This is an optimization exercise on Yosys and OpenROAD, whose aim is small area and a short achievable clock period, not a production implementation.
The RTL was checked by simulation tests, not by an equivalence proof against the original design.
No activity file was given, so power comes from the tool's default toggle rates.

`design/flow/design.v`:
```
module ALU(
	input [18:0] a,
	input [18:0] b,
	input [18:0] simm,
	input [4:0] p1,     
	input [4:0] n1,     
	input [4:0] p2,     
	input [4:0] n2,     
	input [4:0] neg,    
	input sel_imm,      
	output [18:0] sum
);
	wire [18:0] pp0;
	assign pp0[0] = (p1[0] & b[0]) | (n1[0] & ~b[0]) | n2[0] | (sel_imm & simm[0]);
	assign pp0[1] = (p1[0] & b[1]) | (n1[0] & ~b[1]) | (p2[0] & b[0]) | (n2[0] & ~b[0]) | (sel_imm & simm[1]);
	assign pp0[2] = (p1[0] & b[2]) | (n1[0] & ~b[2]) | (p2[0] & b[1]) | (n2[0] & ~b[1]) | (sel_imm & simm[2]);
	assign pp0[3] = (p1[0] & b[3]) | (n1[0] & ~b[3]) | (p2[0] & b[2]) | (n2[0] & ~b[2]) | (sel_imm & simm[3]);
	assign pp0[4] = (p1[0] & b[4]) | (n1[0] & ~b[4]) | (p2[0] & b[3]) | (n2[0] & ~b[3]) | (sel_imm & simm[4]);
	assign pp0[5] = (p1[0] & b[5]) | (n1[0] & ~b[5]) | (p2[0] & b[4]) | (n2[0] & ~b[4]) | (sel_imm & simm[5]);
	assign pp0[6] = (p1[0] & b[6]) | (n1[0] & ~b[6]) | (p2[0] & b[5]) | (n2[0] & ~b[5]) | (sel_imm & simm[6]);
	assign pp0[7] = (p1[0] & b[7]) | (n1[0] & ~b[7]) | (p2[0] & b[6]) | (n2[0] & ~b[6]) | (sel_imm & simm[7]);
	assign pp0[8] = (p1[0] & b[8]) | (n1[0] & ~b[8]) | (p2[0] & b[7]) | (n2[0] & ~b[7]) | (sel_imm & simm[8]);
	assign pp0[9] = (p1[0] & b[9]) | (n1[0] & ~b[9]) | (p2[0] & b[8]) | (n2[0] & ~b[8]) | (sel_imm & simm[9]);
	assign pp0[10] = (p1[0] & b[10]) | (n1[0] & ~b[10]) | (p2[0] & b[9]) | (n2[0] & ~b[9]) | (sel_imm & simm[10]);
	assign pp0[11] = (p1[0] & b[11]) | (n1[0] & ~b[11]) | (p2[0] & b[10]) | (n2[0] & ~b[10]) | (sel_imm & simm[11]);
	assign pp0[12] = (p1[0] & b[12]) | (n1[0] & ~b[12]) | (p2[0] & b[11]) | (n2[0] & ~b[11]) | (sel_imm & simm[12]);
	assign pp0[13] = (p1[0] & b[13]) | (n1[0] & ~b[13]) | (p2[0] & b[12]) | (n2[0] & ~b[12]) | (sel_imm & simm[13]);
	assign pp0[14] = (p1[0] & b[14]) | (n1[0] & ~b[14]) | (p2[0] & b[13]) | (n2[0] & ~b[13]) | (sel_imm & simm[14]);
	assign pp0[15] = (p1[0] & b[15]) | (n1[0] & ~b[15]) | (p2[0] & b[14]) | (n2[0] & ~b[14]) | (sel_imm & simm[15]);
	assign pp0[16] = (p1[0] & b[16]) | (n1[0] & ~b[16]) | (p2[0] & b[15]) | (n2[0] & ~b[15]) | (sel_imm & simm[16]);
	assign pp0[17] = (p1[0] & b[17]) | (n1[0] & ~b[17]) | (p2[0] & b[16]) | (n2[0] & ~b[16]) | (sel_imm & simm[17]);
	assign pp0[18] = (p1[0] & b[18]) | (n1[0] & ~b[18]) | (p2[0] & b[17]) | (n2[0] & ~b[17]) | (sel_imm & simm[18]);
	wire [18:0] pp1;
	assign pp1[2] = (p1[1] & b[0]) | (n1[1] & ~b[0]) | n2[1];
	assign pp1[3] = (p1[1] & b[1]) | (n1[1] & ~b[1]) | (p2[1] & b[0]) | (n2[1] & ~b[0]);
	assign pp1[4] = (p1[1] & b[2]) | (n1[1] & ~b[2]) | (p2[1] & b[1]) | (n2[1] & ~b[1]);
	assign pp1[5] = (p1[1] & b[3]) | (n1[1] & ~b[3]) | (p2[1] & b[2]) | (n2[1] & ~b[2]);
	assign pp1[6] = (p1[1] & b[4]) | (n1[1] & ~b[4]) | (p2[1] & b[3]) | (n2[1] & ~b[3]);
	assign pp1[7] = (p1[1] & b[5]) | (n1[1] & ~b[5]) | (p2[1] & b[4]) | (n2[1] & ~b[4]);
	assign pp1[8] = (p1[1] & b[6]) | (n1[1] & ~b[6]) | (p2[1] & b[5]) | (n2[1] & ~b[5]);
	assign pp1[9] = (p1[1] & b[7]) | (n1[1] & ~b[7]) | (p2[1] & b[6]) | (n2[1] & ~b[6]);
	assign pp1[10] = (p1[1] & b[8]) | (n1[1] & ~b[8]) | (p2[1] & b[7]) | (n2[1] & ~b[7]);
	assign pp1[11] = (p1[1] & b[9]) | (n1[1] & ~b[9]) | (p2[1] & b[8]) | (n2[1] & ~b[8]);
	assign pp1[12] = (p1[1] & b[10]) | (n1[1] & ~b[10]) | (p2[1] & b[9]) | (n2[1] & ~b[9]);
	assign pp1[13] = (p1[1] & b[11]) | (n1[1] & ~b[11]) | (p2[1] & b[10]) | (n2[1] & ~b[10]);
	assign pp1[14] = (p1[1] & b[12]) | (n1[1] & ~b[12]) | (p2[1] & b[11]) | (n2[1] & ~b[11]);
	assign pp1[15] = (p1[1] & b[13]) | (n1[1] & ~b[13]) | (p2[1] & b[12]) | (n2[1] & ~b[12]);
	assign pp1[16] = (p1[1] & b[14]) | (n1[1] & ~b[14]) | (p2[1] & b[13]) | (n2[1] & ~b[13]);
	assign pp1[17] = (p1[1] & b[15]) | (n1[1] & ~b[15]) | (p2[1] & b[14]) | (n2[1] & ~b[14]);
	assign pp1[18] = (p1[1] & b[16]) | (n1[1] & ~b[16]) | (p2[1] & b[15]) | (n2[1] & ~b[15]);
	wire [18:0] pp2;
	assign pp2[4] = (p1[2] & b[0]) | (n1[2] & ~b[0]) | n2[2];
	assign pp2[5] = (p1[2] & b[1]) | (n1[2] & ~b[1]) | (p2[2] & b[0]) | (n2[2] & ~b[0]);
	assign pp2[6] = (p1[2] & b[2]) | (n1[2] & ~b[2]) | (p2[2] & b[1]) | (n2[2] & ~b[1]);
	assign pp2[7] = (p1[2] & b[3]) | (n1[2] & ~b[3]) | (p2[2] & b[2]) | (n2[2] & ~b[2]);
	assign pp2[8] = (p1[2] & b[4]) | (n1[2] & ~b[4]) | (p2[2] & b[3]) | (n2[2] & ~b[3]);
	assign pp2[9] = (p1[2] & b[5]) | (n1[2] & ~b[5]) | (p2[2] & b[4]) | (n2[2] & ~b[4]);
	assign pp2[10] = (p1[2] & b[6]) | (n1[2] & ~b[6]) | (p2[2] & b[5]) | (n2[2] & ~b[5]);
	assign pp2[11] = (p1[2] & b[7]) | (n1[2] & ~b[7]) | (p2[2] & b[6]) | (n2[2] & ~b[6]);
	assign pp2[12] = (p1[2] & b[8]) | (n1[2] & ~b[8]) | (p2[2] & b[7]) | (n2[2] & ~b[7]);
	assign pp2[13] = (p1[2] & b[9]) | (n1[2] & ~b[9]) | (p2[2] & b[8]) | (n2[2] & ~b[8]);
	assign pp2[14] = (p1[2] & b[10]) | (n1[2] & ~b[10]) | (p2[2] & b[9]) | (n2[2] & ~b[9]);
	assign pp2[15] = (p1[2] & b[11]) | (n1[2] & ~b[11]) | (p2[2] & b[10]) | (n2[2] & ~b[10]);
	assign pp2[16] = (p1[2] & b[12]) | (n1[2] & ~b[12]) | (p2[2] & b[11]) | (n2[2] & ~b[11]);
	assign pp2[17] = (p1[2] & b[13]) | (n1[2] & ~b[13]) | (p2[2] & b[12]) | (n2[2] & ~b[12]);
	assign pp2[18] = (p1[2] & b[14]) | (n1[2] & ~b[14]) | (p2[2] & b[13]) | (n2[2] & ~b[13]);
	wire [18:0] pp3;
	assign pp3[6] = (p1[3] & b[0]) | (n1[3] & ~b[0]) | n2[3];
	assign pp3[7] = (p1[3] & b[1]) | (n1[3] & ~b[1]) | (p2[3] & b[0]) | (n2[3] & ~b[0]);
	assign pp3[8] = (p1[3] & b[2]) | (n1[3] & ~b[2]) | (p2[3] & b[1]) | (n2[3] & ~b[1]);
	assign pp3[9] = (p1[3] & b[3]) | (n1[3] & ~b[3]) | (p2[3] & b[2]) | (n2[3] & ~b[2]);
	assign pp3[10] = (p1[3] & b[4]) | (n1[3] & ~b[4]) | (p2[3] & b[3]) | (n2[3] & ~b[3]);
	assign pp3[11] = (p1[3] & b[5]) | (n1[3] & ~b[5]) | (p2[3] & b[4]) | (n2[3] & ~b[4]);
	assign pp3[12] = (p1[3] & b[6]) | (n1[3] & ~b[6]) | (p2[3] & b[5]) | (n2[3] & ~b[5]);
	assign pp3[13] = (p1[3] & b[7]) | (n1[3] & ~b[7]) | (p2[3] & b[6]) | (n2[3] & ~b[6]);
	assign pp3[14] = (p1[3] & b[8]) | (n1[3] & ~b[8]) | (p2[3] & b[7]) | (n2[3] & ~b[7]);
	assign pp3[15] = (p1[3] & b[9]) | (n1[3] & ~b[9]) | (p2[3] & b[8]) | (n2[3] & ~b[8]);
	assign pp3[16] = (p1[3] & b[10]) | (n1[3] & ~b[10]) | (p2[3] & b[9]) | (n2[3] & ~b[9]);
	assign pp3[17] = (p1[3] & b[11]) | (n1[3] & ~b[11]) | (p2[3] & b[10]) | (n2[3] & ~b[10]);
	assign pp3[18] = (p1[3] & b[12]) | (n1[3] & ~b[12]) | (p2[3] & b[11]) | (n2[3] & ~b[11]);
	wire [18:0] pp4;
	assign pp4[8] = (p1[4] & b[0]) | (n1[4] & ~b[0]) | n2[4];
	assign pp4[9] = (p1[4] & b[1]) | (n1[4] & ~b[1]) | (p2[4] & b[0]) | (n2[4] & ~b[0]);
	assign pp4[10] = (p1[4] & b[2]) | (n1[4] & ~b[2]) | (p2[4] & b[1]) | (n2[4] & ~b[1]);
	assign pp4[11] = (p1[4] & b[3]) | (n1[4] & ~b[3]) | (p2[4] & b[2]) | (n2[4] & ~b[2]);
	assign pp4[12] = (p1[4] & b[4]) | (n1[4] & ~b[4]) | (p2[4] & b[3]) | (n2[4] & ~b[3]);
	assign pp4[13] = (p1[4] & b[5]) | (n1[4] & ~b[5]) | (p2[4] & b[4]) | (n2[4] & ~b[4]);
	assign pp4[14] = (p1[4] & b[6]) | (n1[4] & ~b[6]) | (p2[4] & b[5]) | (n2[4] & ~b[5]);
	assign pp4[15] = (p1[4] & b[7]) | (n1[4] & ~b[7]) | (p2[4] & b[6]) | (n2[4] & ~b[6]);
	assign pp4[16] = (p1[4] & b[8]) | (n1[4] & ~b[8]) | (p2[4] & b[7]) | (n2[4] & ~b[7]);
	assign pp4[17] = (p1[4] & b[9]) | (n1[4] & ~b[9]) | (p2[4] & b[8]) | (n2[4] & ~b[8]);
	assign pp4[18] = (p1[4] & b[10]) | (n1[4] & ~b[10]) | (p2[4] & b[9]) | (n2[4] & ~b[9]);
	wire t1 = a[8] ^ pp0[8];
	wire t2 = a[8] & pp0[8];
	wire t3 = a[9] ^ pp0[9];
	wire t4 = a[9] & pp0[9];
	wire t5 = a[10] ^ pp0[10];
	wire t6 = a[10] & pp0[10];
	wire t7 = a[11] ^ pp0[11];
	wire t8 = a[11] & pp0[11];
	wire t9 = a[12] ^ pp0[12];
	wire t10 = a[12] & pp0[12];
	wire t11 = a[13] ^ pp0[13];
	wire t12 = a[13] & pp0[13];
	wire t13 = a[14] ^ pp0[14];
	wire t14 = a[14] & pp0[14];
	wire t15 = a[15] ^ pp0[15];
	wire t16 = a[15] & pp0[15];
	wire t17 = a[16] ^ pp0[16];
	wire t18 = a[16] & pp0[16];
	wire t19 = a[17] ^ pp0[17];
	wire t20 = a[17] & pp0[17];
	wire t21 = a[18] ^ pp0[18];
	wire t23 = a[4] ^ pp0[4];
	wire t24 = a[4] & pp0[4];
	wire t25 = a[5] ^ pp0[5];
	wire t26 = a[5] & pp0[5];
	wire t27 = a[6] ^ pp0[6] ^ pp1[6];
	wire t28 = (a[6] & pp0[6]) | (a[6] & pp1[6]) | (pp0[6] & pp1[6]);
	wire t29 = pp2[6] ^ pp3[6];
	wire t30 = pp2[6] & pp3[6];
	wire t31 = a[7] ^ pp0[7] ^ pp1[7];
	wire t32 = (a[7] & pp0[7]) | (a[7] & pp1[7]) | (pp0[7] & pp1[7]);
	wire t33 = pp2[7] ^ pp3[7];
	wire t34 = pp2[7] & pp3[7];
	wire t35 = t1 ^ pp1[8] ^ pp2[8];
	wire t36 = (t1 & pp1[8]) | (t1 & pp2[8]) | (pp1[8] & pp2[8]);
	wire t37 = pp3[8] ^ pp4[8] ^ neg[4];
	wire t38 = (pp3[8] & pp4[8]) | (pp3[8] & neg[4]) | (pp4[8] & neg[4]);
	wire t39 = t3 ^ pp1[9] ^ pp2[9];
	wire t40 = (t3 & pp1[9]) | (t3 & pp2[9]) | (pp1[9] & pp2[9]);
	wire t41 = pp3[9] ^ pp4[9] ^ t2;
	wire t42 = (pp3[9] & pp4[9]) | (pp3[9] & t2) | (pp4[9] & t2);
	wire t43 = t5 ^ pp1[10] ^ pp2[10];
	wire t44 = (t5 & pp1[10]) | (t5 & pp2[10]) | (pp1[10] & pp2[10]);
	wire t45 = pp3[10] ^ pp4[10] ^ t4;
	wire t46 = (pp3[10] & pp4[10]) | (pp3[10] & t4) | (pp4[10] & t4);
	wire t47 = t7 ^ pp1[11] ^ pp2[11];
	wire t48 = (t7 & pp1[11]) | (t7 & pp2[11]) | (pp1[11] & pp2[11]);
	wire t49 = pp3[11] ^ pp4[11] ^ t6;
	wire t50 = (pp3[11] & pp4[11]) | (pp3[11] & t6) | (pp4[11] & t6);
	wire t51 = t9 ^ pp1[12] ^ pp2[12];
	wire t52 = (t9 & pp1[12]) | (t9 & pp2[12]) | (pp1[12] & pp2[12]);
	wire t53 = pp3[12] ^ pp4[12] ^ t8;
	wire t54 = (pp3[12] & pp4[12]) | (pp3[12] & t8) | (pp4[12] & t8);
	wire t55 = t11 ^ pp1[13] ^ pp2[13];
	wire t56 = (t11 & pp1[13]) | (t11 & pp2[13]) | (pp1[13] & pp2[13]);
	wire t57 = pp3[13] ^ pp4[13] ^ t10;
	wire t58 = (pp3[13] & pp4[13]) | (pp3[13] & t10) | (pp4[13] & t10);
	wire t59 = t13 ^ pp1[14] ^ pp2[14];
	wire t60 = (t13 & pp1[14]) | (t13 & pp2[14]) | (pp1[14] & pp2[14]);
	wire t61 = pp3[14] ^ pp4[14] ^ t12;
	wire t62 = (pp3[14] & pp4[14]) | (pp3[14] & t12) | (pp4[14] & t12);
	wire t63 = t15 ^ pp1[15] ^ pp2[15];
	wire t64 = (t15 & pp1[15]) | (t15 & pp2[15]) | (pp1[15] & pp2[15]);
	wire t65 = pp3[15] ^ pp4[15] ^ t14;
	wire t66 = (pp3[15] & pp4[15]) | (pp3[15] & t14) | (pp4[15] & t14);
	wire t67 = t17 ^ pp1[16] ^ pp2[16];
	wire t68 = (t17 & pp1[16]) | (t17 & pp2[16]) | (pp1[16] & pp2[16]);
	wire t69 = pp3[16] ^ pp4[16] ^ t16;
	wire t70 = (pp3[16] & pp4[16]) | (pp3[16] & t16) | (pp4[16] & t16);
	wire t71 = t19 ^ pp1[17] ^ pp2[17];
	wire t72 = (t19 & pp1[17]) | (t19 & pp2[17]) | (pp1[17] & pp2[17]);
	wire t73 = pp3[17] ^ pp4[17] ^ t18;
	wire t74 = (pp3[17] & pp4[17]) | (pp3[17] & t18) | (pp4[17] & t18);
	wire t75 = t21 ^ pp1[18] ^ pp2[18];
	wire t77 = pp3[18] ^ pp4[18] ^ t20;
	wire t79 = a[2] ^ pp0[2];
	wire t80 = a[2] & pp0[2];
	wire t81 = a[3] ^ pp0[3];
	wire t82 = a[3] & pp0[3];
	wire t83 = t23 ^ pp1[4] ^ pp2[4];
	wire t84 = (t23 & pp1[4]) | (t23 & pp2[4]) | (pp1[4] & pp2[4]);
	wire t85 = t25 ^ pp1[5] ^ pp2[5];
	wire t86 = (t25 & pp1[5]) | (t25 & pp2[5]) | (pp1[5] & pp2[5]);
	wire t87 = t27 ^ t29 ^ neg[3];
	wire t88 = (t27 & t29) | (t27 & neg[3]) | (t29 & neg[3]);
	wire t89 = t31 ^ t33 ^ t28;
	wire t90 = (t31 & t33) | (t31 & t28) | (t33 & t28);
	wire t91 = t35 ^ t37 ^ t32;
	wire t92 = (t35 & t37) | (t35 & t32) | (t37 & t32);
	wire t93 = t39 ^ t41 ^ t36;
	wire t94 = (t39 & t41) | (t39 & t36) | (t41 & t36);
	wire t95 = t43 ^ t45 ^ t40;
	wire t96 = (t43 & t45) | (t43 & t40) | (t45 & t40);
	wire t97 = t47 ^ t49 ^ t44;
	wire t98 = (t47 & t49) | (t47 & t44) | (t49 & t44);
	wire t99 = t51 ^ t53 ^ t48;
	wire t100 = (t51 & t53) | (t51 & t48) | (t53 & t48);
	wire t101 = t55 ^ t57 ^ t52;
	wire t102 = (t55 & t57) | (t55 & t52) | (t57 & t52);
	wire t103 = t59 ^ t61 ^ t56;
	wire t104 = (t59 & t61) | (t59 & t56) | (t61 & t56);
	wire t105 = t63 ^ t65 ^ t60;
	wire t106 = (t63 & t65) | (t63 & t60) | (t65 & t60);
	wire t107 = t67 ^ t69 ^ t64;
	wire t108 = (t67 & t69) | (t67 & t64) | (t69 & t64);
	wire t109 = t71 ^ t73 ^ t68;
	wire t110 = (t71 & t73) | (t71 & t68) | (t73 & t68);
	wire t111 = t75 ^ t77 ^ t72;
	wire t113 = a[0] ^ pp0[0];
	wire t114 = a[0] & pp0[0];
	wire t115 = a[1] ^ pp0[1];
	wire t116 = a[1] & pp0[1];
	wire t117 = t79 ^ pp1[2] ^ neg[1];
	wire t118 = (t79 & pp1[2]) | (t79 & neg[1]) | (pp1[2] & neg[1]);
	wire t119 = t81 ^ pp1[3] ^ t80;
	wire t120 = (t81 & pp1[3]) | (t81 & t80) | (pp1[3] & t80);
	wire t121 = t83 ^ neg[2] ^ t82;
	wire t122 = (t83 & neg[2]) | (t83 & t82) | (neg[2] & t82);
	wire t123 = t85 ^ t24 ^ t84;
	wire t124 = (t85 & t24) | (t85 & t84) | (t24 & t84);
	wire t125 = t87 ^ t26 ^ t86;
	wire t126 = (t87 & t26) | (t87 & t86) | (t26 & t86);
	wire t127 = t89 ^ t30 ^ t88;
	wire t128 = (t89 & t30) | (t89 & t88) | (t30 & t88);
	wire t129 = t91 ^ t34 ^ t90;
	wire t130 = (t91 & t34) | (t91 & t90) | (t34 & t90);
	wire t131 = t93 ^ t38 ^ t92;
	wire t132 = (t93 & t38) | (t93 & t92) | (t38 & t92);
	wire t133 = t95 ^ t42 ^ t94;
	wire t134 = (t95 & t42) | (t95 & t94) | (t42 & t94);
	wire t135 = t97 ^ t46 ^ t96;
	wire t136 = (t97 & t46) | (t97 & t96) | (t46 & t96);
	wire t137 = t99 ^ t50 ^ t98;
	wire t138 = (t99 & t50) | (t99 & t98) | (t50 & t98);
	wire t139 = t101 ^ t54 ^ t100;
	wire t140 = (t101 & t54) | (t101 & t100) | (t54 & t100);
	wire t141 = t103 ^ t58 ^ t102;
	wire t142 = (t103 & t58) | (t103 & t102) | (t58 & t102);
	wire t143 = t105 ^ t62 ^ t104;
	wire t144 = (t105 & t62) | (t105 & t104) | (t62 & t104);
	wire t145 = t107 ^ t66 ^ t106;
	wire t146 = (t107 & t66) | (t107 & t106) | (t66 & t106);
	wire t147 = t109 ^ t70 ^ t108;
	wire t148 = (t109 & t70) | (t109 & t108) | (t70 & t108);
	wire t149 = t111 ^ t74 ^ t110;
	wire [18:0] r0 = {t149, t147, t145, t143, t141, t139, t137, t135, t133, t131, t129, t127, t125, t123, t121, t119, t117, t115, t113};
	wire [18:0] r1 = {t148, t146, t144, t142, t140, t138, t136, t134, t132, t130, t128, t126, t124, t122, t120, t118, t116, t114, neg[0]};
	assign sum = r0 + r1;
endmodule
module CPU(
	input clk,
	input reset,
	output [4:0] instr_addr,
	input [18:0] instr,
	output reg [18:0] alu_result,
	output rf_we,
	output [2:0] rf_waddr,
	output reg [18:0] rf_wdata,
	output mem_we,
	output [4:0] mem_waddr,
	output [18:0] mem_wdata
);
	wire [1:0] ty    = instr[18:17];
	wire [1:0] code  = instr[16:15];
	wire [2:0] rs    = instr[14:12];
	wire [2:0] rt    = instr[11:9];
	wire [2:0] rd    = instr[8:6];
	wire [2:0] funct = instr[2:0];
	wire [8:0] imm   = instr[8:0];
	wire [18:0] simm = {{10{imm[8]}}, imm};
	wire t_r = (ty == 2'b00);
	wire t_i = (ty == 2'b01);
	wire t_m = (ty == 2'b10);
	wire t_j = (ty == 2'b11);
	wire is_lea = t_i && (code == 2'b11);
	wire is_sub = t_r ? (funct == 3'b010 || funct == 3'b111) : (t_m && code == 2'b10);
	wire is_imm = !t_r && !is_lea && !is_sub;
	reg [4:0] pc;
	reg [18:0] rf [1:7];
	reg [7:1] rf_v;
	reg [18:0] mem [0:31];
	reg [31:0] mem_v;
	reg [18:0] a, b;
	integer x;
	always @(*) begin
		a = 19'd0;
		b = 19'd0;
		for (x = 1; x < 8; x = x + 1) begin
			a = a | ({19{rs == x && rf_v[x]}} & rf[x]);
			b = b | ({19{rt == x && rf_v[x]}} & rf[x]);
		end
	end
	wire [11:0] k = {2'b00, imm, 1'b0};
	reg [4:0] p1, n1, p2, n2;
	reg h, m1, l;
	integer i;
	always @(*) begin
		for (i = 0; i < 5; i = i + 1) begin
			h = k[2*i+2];
			m1 = k[2*i+1];
			l = k[2*i];
			if (is_lea) begin
				p1[i] = ~h & (m1 ^ l);
				n1[i] = h & (m1 ^ l);
				p2[i] = ~h & m1 & l;
				n2[i] = h & ~m1 & ~l;
			end else begin
				p1[i] = (i == 0) && !is_imm && !is_sub;
				n1[i] = (i == 0) && is_sub;
				p2[i] = 1'b0;
				n2[i] = 1'b0;
			end
		end
	end
	wire [18:0] sum;
	ALU alu (
		.a(a), .b(b), .simm(simm),
		.p1(p1), .n1(n1), .p2(p2), .n2(n2), .neg(n1 | n2), .sel_imm(is_imm),
		.sum(sum)
	);
	wire slt    = (a[18] != b[18]) ? a[18] : sum[18];
	wire b_zero = (b == 19'd0);
	wire equal  = (sum == 19'd0);
	wire [4:0] addr = a[4:0] + imm[4:0];
	wire pcm = t_m && (code == 2'b01);
	wire [4:0] raddr = pcm ? b[4:0] : addr;
	reg [18:0] mrd;
	integer y;
	always @(*) begin
		mrd = 19'd0;
		for (y = 0; y < 32; y = y + 1)
			mrd = mrd | ({19{raddr == y && mem_v[y]}} & mem[y]);
	end
	wire mvz   = (funct == 3'b001);
	wire s_and = t_r && funct == 3'b100;
	wire s_or  = t_r && funct == 3'b101;
	wire s_slt = t_r && funct == 3'b111;
	wire s_mvz = t_r && mvz;
	wire s_andi = t_i && code == 2'b01;
	wire s_lw  = t_i && code == 2'b10;
	wire s_sum = !(s_and || s_or || s_slt || s_mvz || s_andi);
	wire [18:0] logic_res = ({19{s_and}} & (a & b)) | ({19{s_or}} & (a | b)) |
	                        ({19{s_andi}} & (a & simm)) | {18'd0, s_slt & slt};
	always @(*) begin
		alu_result = ({19{s_sum}} & sum) | ({19{s_mvz}} & b) | logic_res;
		rf_wdata = ({19{s_sum && !s_lw}} & sum) | ({19{s_mvz}} & a) |
		           ({19{s_lw}} & mrd) | logic_res;
	end
	wire [2:0] wa = (t_i || t_m) ? rt : rd;
	wire wen = (t_r && (!mvz || b_zero)) || t_i;
	assign rf_we = wen && (wa != 3'd0);
	assign rf_waddr = wa;
	assign mem_we = t_m && !code[1];
	assign mem_waddr = addr;
	assign mem_wdata = pcm ? mrd + 19'd1 : b;
	wire [4:0] pc1 = pc + 5'd1;
	wire beq = t_m && (code == 2'b10);
	wire [4:0] npc = pcm ? mrd[4:0] :
	                 t_j ? instr[4:0] :
	                 (beq && equal) ? pc1 + imm[4:0] : pc1;
	assign instr_addr = pc;
	always @(posedge clk or posedge reset)
		if (reset) pc <= 5'd0;
		else pc <= npc;
	integer w;
	always @(posedge clk)
		for (w = 1; w < 8; w = w + 1)
			if (rf_we && wa == w) rf[w] <= rf_wdata;
	always @(posedge clk or posedge reset)
		if (reset) rf_v <= 7'd0;
		else if (rf_we) rf_v[wa] <= 1'b1;
	integer j;
	always @(posedge clk)
		for (j = 0; j < 32; j = j + 1)
			if (mem_we && addr == j) mem[j] <= mem_wdata;
	always @(posedge clk or posedge reset)
		if (reset) mem_v <= 32'd0;
		else if (mem_we) mem_v[addr] <= 1'b1;
endmodule
```
`design/flow/flow/run.sh`:
```
#!/bin/bash
# The standard layout (standard.sh) with these changes:
#  - ABC maps the logic with flow/abc.script (area-recovering mapping) instead
#    of ORFS's abc_speed.script; the rest of the synthesis is synth_recipe.tcl;
#  - repair_timing aims for 5.7 ns of setup slack, and is not run again
#    after global routing (SKIP_INCREMENTAL_REPAIR);
#  - clock tree: no dummy loads, larger sink clusters;
#  - ports are buffered with buf_1 (repair_timing resizes them as needed).
# The SDC (clock period, I/O delays, loads) is the standard flow's, unchanged.
set -euo pipefail
W=$(pwd)
cat > "$W/abc_wrap.tcl" <<EOT
proc abc {args} {
  set i [lsearch \$args -script]
  if {\$i >= 0} { lset args [expr {\$i + 1}] $W/flow/abc.script }
  yosys abc {*}\$args
}
source $W/synth_recipe.tcl
EOT
sed "s#SYNTH_SCRIPT=[^ ]*#SYNTH_SCRIPT=$W/abc_wrap.tcl#" standard.sh > my_standard.sh
export SETUP_SLACK_MARGIN=5.7
export SKIP_INCREMENTAL_REPAIR=1
export CTS_ARGS="-sink_clustering_enable -repair_clock_nets -dont_use_dummy_load -sink_clustering_size 24 -sink_clustering_max_diameter 70"
export BUFFER_PORTS_ARGS="-buffer_cell sky130_fd_sc_hd__buf_1"
bash my_standard.sh finish > standard.log 2>&1
```
`design/flow/flow/abc.script`:
```
&get -n
&st
&dch
&nf -R 1000
&st
&dch
&nf -R 1000
&put
buffer -c
topo
stime -c
upsize -c
dnsize -c
```
`design/flow/standard.sh`:
```
#!/bin/bash
# synth_recipe.tcl (not shown) runs the flow's synth.tcl, then flattens the netlist and writes it again
# the make line also repeats each setting of config.mk as NAME=value (left out here)
make -C /OpenROAD-flow-scripts/flow DESIGN_CONFIG=/design/flow/config.mk WORK_HOME=/design/flow/orfs CLKGATE_MAP_FILE= SYNTH_SCRIPT=/design/flow/synth_recipe.tcl "${@:-finish}"
```
`design/flow/config.mk`:
```
export PLATFORM = sky130hd
export DESIGN_NAME = CPU
export DESIGN_NICKNAME = CPU
export VERILOG_FILES = /design/flow/design.v
export SDC_FILE = /design/flow/constraint.sdc
export NUM_CORES = 4
export LEC_CHECK = 0
export CAP_MARGIN = 20
export CORE_MARGIN = 2
export CORE_UTILIZATION = 60
export SLEW_MARGIN = 20
```
`design/flow/constraint.sdc`:
```
create_clock -name core_clock -period 19.0 [get_ports {clk}]
set_input_delay 3.8000 -clock core_clock [delete_from_list [all_inputs] [get_ports {clk}]]
set_output_delay 3.8000 -clock core_clock [all_outputs]
set_load 0.01 [all_outputs]
```
==> impl_metrics.json, run 1 <==
{
  "grt_start_max_net_pins": 45,
  "fmax_ghz": 0.0735,
  "syn_nets": 2750,
  "die_area_um2": 61200,
  "p_int_mw": 3.03,
  "path_delay_family": "compound AO/OA/AOI/OAI gates",
  "crit_path_end_kind": "output pin",
  "critical_path_arrival_ns": 9.81,
  "grt_pass1_wl_um": 177000,
  "synth.area.top_cells": "edfxtp_1 (63%), a222oi_1 (4.6%), dfrtp_1 (3.1%)",
  "grt.total_usage_pct": 41.3,
  "hold_ws_ns": 0.454,
  "ant_nets": 0,
  "slew_violations": 0,
  "switching_share_pct": 34.8,
  "worst-path-buf-inv": 5,
  "dp_cells": 3413,
  "combPwrFrac_pct": 33.5,
  "ys_warn_count": 3,
  "pin_count": 93,
  "wire_per_inst_um": 35.6,
  "dr.pass1.iters": 13,
  "cts.sinks": 785,
  "core_area_um2": 58800,
  "netlist_area_um2": 35600,
  "grt-ovfl-total": 0,
  "crit_path_cell_trace": "buf_2 > and4b_1 > buf_4 > a222oi_1 > nand3_2 > ha_2 > a21oi_1 > xnor2_1 > buf_4 > nand2_1 > and2_1 > nand2_2 > nor2_1 > and3_1 > buf_4 > a22o_1 > a221oi_1 > nand3_1 > nor2_1 > nand4_1 > a221oi_1 > o21ai_0 > buf_1",
  "clkTransAtPathRegs_ns": 0.08,
  "synth_edf_count": 741,
  "antenna_found_initial": 2,
  "htreeDepth": 2,
  "setup_tns_ns": 0,
  "synth_seq_cells": 785,
  "finalWirelength_um": 126000,
  "layout.nets": 2907,
  "place.port_buffers": 92,
  "viasPerCell": 7.36,
  "cts_tree": "built",
  "vias": 26000,
  "die_h_um": 247,
  "synthFlopType": "edfxtp_1",
  "cts_inserted_buffers": 43,
  "antennaDiodeCount": 0,
  "worst_path_most_repeated_cell": "buf_4",
  "drc": 0,
  "die_w_um": 247,
  "cap_violations": 0,
  "fin_cells": 3531,
  "place.gp.congestion": 0.962,
  "required_ns": 15.20,
  "layout-drive-gt1-share_pct": 15.3,
  "yosysSeqAreaShare_pct": 65.7,
  "grt_pass1_vias": 24600,
  "async_reset_ff_share_pct": 5.61,
  "power_density_nw_per_um2": 116,
  "leakage_nw": 14.2,
  "utilization_pct": 67.9,
  "initial_utilization_pct": 60.5,
  "cp_max_fo": 19,
  "n_fill_cell": 4145,
  "synth_top_area_share_pct": 62.6,
  "clock_path_buffers": 3,
  "crit_type": "in -> out",
  "first_iter_violations": 4576,
  "hold_path_class": "reg -> reg",
  "cts_resized": 191,
  "setup_viol": 0,
  "max_slew_margin_pct": 10.4,
  "fin_crit_sh_pct": 71.6,
  "power.share.clock_pct": 19.7,
  "p_sw_mw": 1.62,
  "ir_drop_mv": 0.103,
  "clk_latency_ns": 0.62,
  "slowest_stage": "nand4_1",
  "p_seq_share_pct": 46.9,
  "netlist_instances": 2603,
  "crit_path_max_incr_delay_ns": 0.67,
  "root_buffer": "clkbuf_16",
  "hold_viol": 0,
  "skew_ns": 0.0749,
  "yosysUniqueCellTypes": 71,
  "synth_top_cell_by_area": "edfxtp_1",
  "postCtsSetupBuffers": 68,
  "cts_hold_buf": 0,
  "worst_setup_path_start_kind": "input port",
  "max_slew.worst_pin.slew_ns": 1.33,
  "dp_hpwl_um": 75300,
  "post_synth.cell_area_avg_um2": 13.7,
  "fin_crit_ns": 13.61,
  "rows": 89,
  "syn_to_final_growth_pct": 12.2,
  "status": "finished clean"
}
==> per-layer routing <==
metal | GRT usage, % | vias up | routed length, um
met5 | 0 | - | 0
met4 | 23.5 | 0 | 8880
met3 | 7.71 | 439 | 16500
met2 | 64.9 | 2182 | 57600
met1 | 54.7 | 12800 | 42700
li1 | - | 10600 | -
==> placed cells by master (no fill, tap or decap), types with 65 or more instances in the layout <==
cell        n
a222oi_1  162
buf_4     152
nand3_1   106
a21oi_1    74
a22oi_1   132
nor2_1    115
ha_1       65
edfxtp_1  741
buf_1      79
inv_1      80
nand2_1   231
==> cell families (layout without fill, tap and decap cells) <==
group | after synthesis | count (layout) | synth area share, %
AOI/OAI and AO/OA | 663 | 663 | 14.5
xor gates and xnor gates | 54 | 54 | 1.33
adders and majority gates | 126 | 126 | 5.57
buffers and inverters | 264 | 419 | 3.06
DFF | 785 | 785 | 65.7
muxes | 13 | 13 | 0.373
and+or+nand+nor | 698 | 698 | 9.51
==> area by class of cell <==
| class | instances | area [um2] | share of cell area, % |
|---|---|---|---|
| Sequential cell | 785 | 23400 | 58.5 |
| Clock buffer | 43 | 1080 | 2.70 |
| Tap cell | 773 | 967 | 2.42 |
| Timing Repair Buffer | 294 | 2430 | 6.08 |
| Inverter | 82 | 308 | 0.771 |
| Multi-Input combinational cell | 1554 | 11800 | 29.5 |
==> metrics by stage <==
| stage | power (mW) | setup WS, ns | cell area, um2 |
|---|---|---|---|
| 2_1_floorplan | 3.00 | 5.52 | 35600 |
| 3_3_place_gp | 3.55 | 4.24 | 37300 |
| 6_report | 4.64 | 5.39 | 39900 |
| 3_5_place_dp | 3.58 | 4.12 | 37300 |
| 5_1_grt | 4.79 | 5.05 | 39900 |
| 4_1_cts | 4.59 | 5.56 | 39900 |
==> registers in the layout, indices dropped and copies added (netlist names) <==
| signal | flops |
|---|---|
| pc | 5 |
| rf | 133 |
| rf_v | 7 |
| mem | 608 |
| mem_v | 32 |
==> power by group through the flow <==
stage | sequential, mW | combinational (mW) | clock (mW)
after floorplan | 2.20 | 0.799 | 0
final | 2.18 | 1.55 | 0.913
after global placement | 2.21 | 1.34 | 0
after global routing | 2.18 | 1.63 | 0.972
after CTS | 2.17 | 1.50 | 0.914
after detailed placement | 2.21 | 1.36 | 0
==> Yosys cell counts (all sizes together), types with 30 or more instances <==
cell and instances:
buf 77, xnor2 32, fa 54, edfxtp 741
a211oi 30, a22o 34, and3 44, a21oi 82
a222oi 162, dfrtp 44, a22oi 132, clkbuf 105
inv 82, nand3 121, o21ai 76, a21o 38
a221oi 35, nand2 239, nor2 153, ha 72
==> path summary, 6_finish.rpt <==
kind	start	to	cells after the start	slack, ns
hold / removal	mem_v[17]$_DFFE_PP0P_	mem_v[17]$_DFFE_PP0P_	1	0.45
min in group asynchronous	reset	mem_v[5]$_DFFE_PP0P_	2	3.41
setup / recovery	instr[13]	rf_wdata[9]	23	5.39
max in group asynchronous	reset	pc[4]$_DFF_PP0_	2	14.93
hold reg to reg	mem_v[17]$_DFFE_PP0P_	mem_v[17]$_DFFE_PP0P_	1	0.45
setup reg to reg	rf_v[5]$_DFFE_PP0P_	pc[4]$_DFF_PP0_	25	11.66
==> run 2: changes to the inputs <==
==> design/flow/flow/run.sh (replaced) <==
#!/bin/bash
# The standard layout (standard.sh) with these changes:
#  - ABC maps the logic with flow/abc.script (area-recovering mapping) instead
#    of ORFS's abc_speed.script; the rest of the synthesis is synth_recipe.tcl;
#  - repair_timing aims for 5.3 ns of setup slack up to clock tree synthesis
#    and 4.9 ns after global routing;
#  - clock tree: no dummy loads, larger sink clusters;
#  - ports are buffered with buf_1 (repair_timing resizes them as needed).
# The SDC (clock period, I/O delays, loads) is the standard flow's, unchanged.
set -euo pipefail
W=$(pwd)
cat > "$W/abc_wrap.tcl" <<EOT
proc abc {args} {
  set i [lsearch \$args -script]
  if {\$i >= 0} { lset args [expr {\$i + 1}] $W/flow/abc.script }
  yosys abc {*}\$args
}
source $W/synth_recipe.tcl
EOT
sed "s#SYNTH_SCRIPT=[^ ]*#SYNTH_SCRIPT=$W/abc_wrap.tcl#" standard.sh > my_standard.sh
export SETUP_SLACK_MARGIN=5
export CTS_ARGS="-sink_clustering_enable -repair_clock_nets -dont_use_dummy_load -sink_clustering_size 24 -sink_clustering_max_diameter 70"
export BUFFER_PORTS_ARGS="-buffer_cell sky130_fd_sc_hd__buf_1"
SETUP_SLACK_MARGIN=5.3 bash my_standard.sh cts > standard_to_cts.log 2>&1
SETUP_SLACK_MARGIN=4.9 bash my_standard.sh finish > standard.log 2>&1
==> run 2 against run 1 <==
Combinational power fell by 6%; sequential power about the same; die area is the same; cell area fell by 1.7%; global-route usage down 0.37 points; setup slack got worse by 0.21 ns; register-to-register slack got worse by 0.03 ns; cell count fell by 0.96%; worst hold slack worse by 0.0032 ns.
==> impl_metrics.json, run 2 <==
{
  "fmax_ghz": 0.0723,
  "async_reset_ff_share_pct": 5.61,
  "hp-start": "mem_v[18]$_DFFE_PP0P_",
  "antenna_found_initial": 0,
  "drc": 0,
  "cts.sinks": 785,
  "fin_crit_sh_pct": 72.8,
  "power_density_nw_per_um2": 116,
  "hold_viol": 0,
  "layout-drive-gt1-share_pct": 12.9,
  "synth.top_cells.by_count": "edfxtp_1 (741), nand2_1 (237), a222oi_1 (162), nor2_1 (151), a22oi_1 (132)",
  "r2r_start": "rf_v[4]$_DFFE_PP0P_",
  "clock_path_buffers": 3,
  "synth.area.top_cells": "edfxtp_1 (63%), a222oi_1 (4.6%), dfrtp_1 (3.1%)",
  "worstRegToRegCells": 27,
  "combPwrFrac_pct": 31.9,
  "cts_tree": "built",
  "initial_utilization_pct": 60.5,
  "dr.pass1.iters": 10,
  "ys_warn_count": 3,
  "cp_max_fo": 33,
  "yosysUniqueCellTypes": 71,
  "largest_reg_flops": 608,
  "clk_latency_ns": 0.62,
  "syn_nets": 2750,
  "synth_top_area_share_pct": 62.6,
  "die_h_um": 247,
  "cts_inserted_buffers": 43,
  "layout.nets": 2872,
  "yosysSeqAreaShare_pct": 65.7,
  "pin_count": 93,
  "netlist_instances": 2603,
  "grt_setup_unrepaired": "yes",
  "top_regs": "mem (608), rf (133), mem_v (32)",
  "power.share.clock_pct": 20.3,
  "switching_share_pct": 34.9,
  "final_common_cell": "edfxtp_1",
  "finalWirelength_um": 125000,
  "max_slew_margin_pct": 27.1,
  "viasPerCell": 7.37,
  "crit_path_end_kind": "output pin",
  "core_area_um2": 58800,
  "slowest_stage": "ha_1",
  "grt.total_usage_pct": 41.0,
  "crit_type": "in -> out",
  "grt_pass1_wl_um": 176000,
  "grt-ovfl-total": 0,
  "p_sw_mw": 1.59,
  "worst_path_most_repeated_cell": "nand2_1",
  "cap_violations": 0,
  "ant_nets": 0,
  "dp_hpwl_um": 74600,
  "synth_edf_count": 741,
  "ir_drop_mv": 0.104,
  "p_int_mw": 2.96,
  "place.port_buffers": 92,
  "first_iter_violations": 4322,
  "clkTransAtPathRegs_ns": 0.07,
  "largest_register": "mem",
  "skew_ns": 0.0691,
  "hold_path_class": "reg -> reg",
  "syn_to_final_growth_pct": 10.3,
  "max_slew.worst_pin.slew_ns": 1.09,
  "post_synth.cell_area_avg_um2": 13.7,
  "critical_path_arrival_ns": 10.02,
  "p_seq_share_pct": 47.8,
  "grt_pass1_vias": 24600,
  "die_w_um": 247,
  "synth_top_cell_by_area": "edfxtp_1",
  "leakage_nw": 13.8,
  "crit_path_max_incr_delay_ns": 0.46,
  "cts_hold_buf": 0,
  "htreeDepth": 2,
  "status": "finished clean",
  "wire_per_inst_um": 35.8,
  "grt_start_max_net_pins": 45,
  "mostFrequentLayoutCells": "edfxtp_1 (741), nand2_1 (233), a222oi_1 (162), a22oi_1 (132), buf_4 (129)",
  "rows": 89,
  "hold_ws_ns": 0.451,
  "fin_area_um2": 39200,
  "root_buffer": "clkbuf_16",
  "hold_depth": 1,
  "netlist_area_um2": 35600,
  "worst_setup_path_start_kind": "input port",
  "crit_path_start": "instr[13]",
  "synth.most_common_cell": "edfxtp_1",
  "synthFlopType": "edfxtp_1",
  "vias": 25800,
  "n_fill_cell": 4296,
  "setup_viol": 0,
  "setup_tns_ns": 0,
  "place.gp.congestion": 1.01,
  "place_area_um2": 37400,
  "slew_violations": 0,
  "die_area_um2": 61200,
  "synth_seq_cells": 785,
  "required_ns": 15.20,
  "fin_crit_ns": 13.82
}
run 2: worst max-delay path: cells and delay by family:
family	cells	cell delay, ns
and+or+nand+nor	17	3.24
buffers and inverters	6	1.40
AOI/OAI and AO/OA	4	0.79
adders and majority gates	1	0.46
xor gates and xnor gates	2	0.29
run 2: worst paths after layout:
kind / endpoint / slack (ns)
setup reg to reg: pc[4]$_DFF_PP0_ / 11.63
hold reg to reg: mem_v[18]$_DFFE_PP0P_ / 0.45
hold / removal: mem_v[18]$_DFFE_PP0P_ / 0.45
max in group asynchronous: pc[4]$_DFF_PP0_ / 15.11
setup / recovery: mem_wdata[15] / 5.18
min in group asynchronous: rf_v[1]$_DFFE_PP0P_ / 3.32
run 2: repair_timing:
item	in CTS	in global routing
pin swaps	22	1
resized for setup	103	16
cloned	2	0
setup buffers	30	2
setup endpoints to repair	39	9
run 2: metal layers:
metal / vias up / track usage [%] / part of all wire, %
met5: - / 0 / 0
met4: 0 / 22.6 / 6.7
met3: 431 / 8.08 / 14
met2: 2189 / 64.3 / 46
met1: 12700 / 54.2 / 34
li1: 10500 / - / -
run 2: area by class of cell:
| class | instances | area (um2) | share of cell area, % |
|---|---|---|---|
| Multi-Input combinational cell | 1555 | 11700 | 29.7 |
| Timing Repair Buffer | 258 | 1850 | 4.71 |
| Inverter | 82 | 309 | 0.788 |
| Antenna cell | 1 | 2.50 | 0.00638 |
| Tap cell | 773 | 967 | 2.47 |
| Sequential cell | 785 | 23400 | 59.6 |
| Clock buffer | 43 | 1080 | 2.74 |
run 2: power by group through the flow:
stage / clock network, mW / logic, mW / registers (mW)
CTS: 0.925 / 1.40 / 2.17
detailed placement: 0 / 1.35 / 2.21
finish: 0.922 / 1.45 / 2.18
global placement: 0 / 1.32 / 2.21
floorplan: 0 / 0.795 / 2.20
global route: 0.977 / 1.53 / 2.18
run 2: per-stage QoR:
step	total power, mW	util (%)	setup slack, ns	std cells
after floorplan	3.00	-	5.32	2603
after global placement	3.52	63.5	3.75	3419
after detailed placement	3.56	63.5	3.46	3419
after CTS	4.50	66.5	5.28	3494
after global routing	4.69	66.7	4.85	3496
final	4.55	66.7	5.18	3497
run 2: logic make-up after synthesis:
group,count (synthesis),share of synthesized area [%]
muxes,13,0.373
adders and majority gates,126,5.57
buffers and inverters,264,3.06
and+or+nand+nor,698,9.51
xor gates and xnor gates,54,1.33
DFF,785,65.7
AOI/OAI and AO/OA,663,14.5

-- what the ideal ports hide --
Ports are ideal in the flow. The routed layouts listed here were re-timed in OpenROAD. Step 1 assumes that a clkbuf_16 drives the clock port and a buf_2 every other input. Step 2 moves the port delays by t, midway between the first and last clock arrival at a register: inputs arrive t later, outputs are due t later. That takes back most of the time a late clock gives input paths. a / b / c = ideal / step 1 / step 2; a / b = the first two.
run	t (ns)	setup WS [ns]	worst slew at a driven data input, ns
run 1	0.649	5.390 / 5.349 / 5.349	0.06
run 2	0.653	5.177 / 5.150 / 5.150	0.07
After both steps setup and hold are still met in every run listed. The setup slack of run 1, which loses most, moves by -0.041 ns with the drivers and by -0.041 ns with both steps.
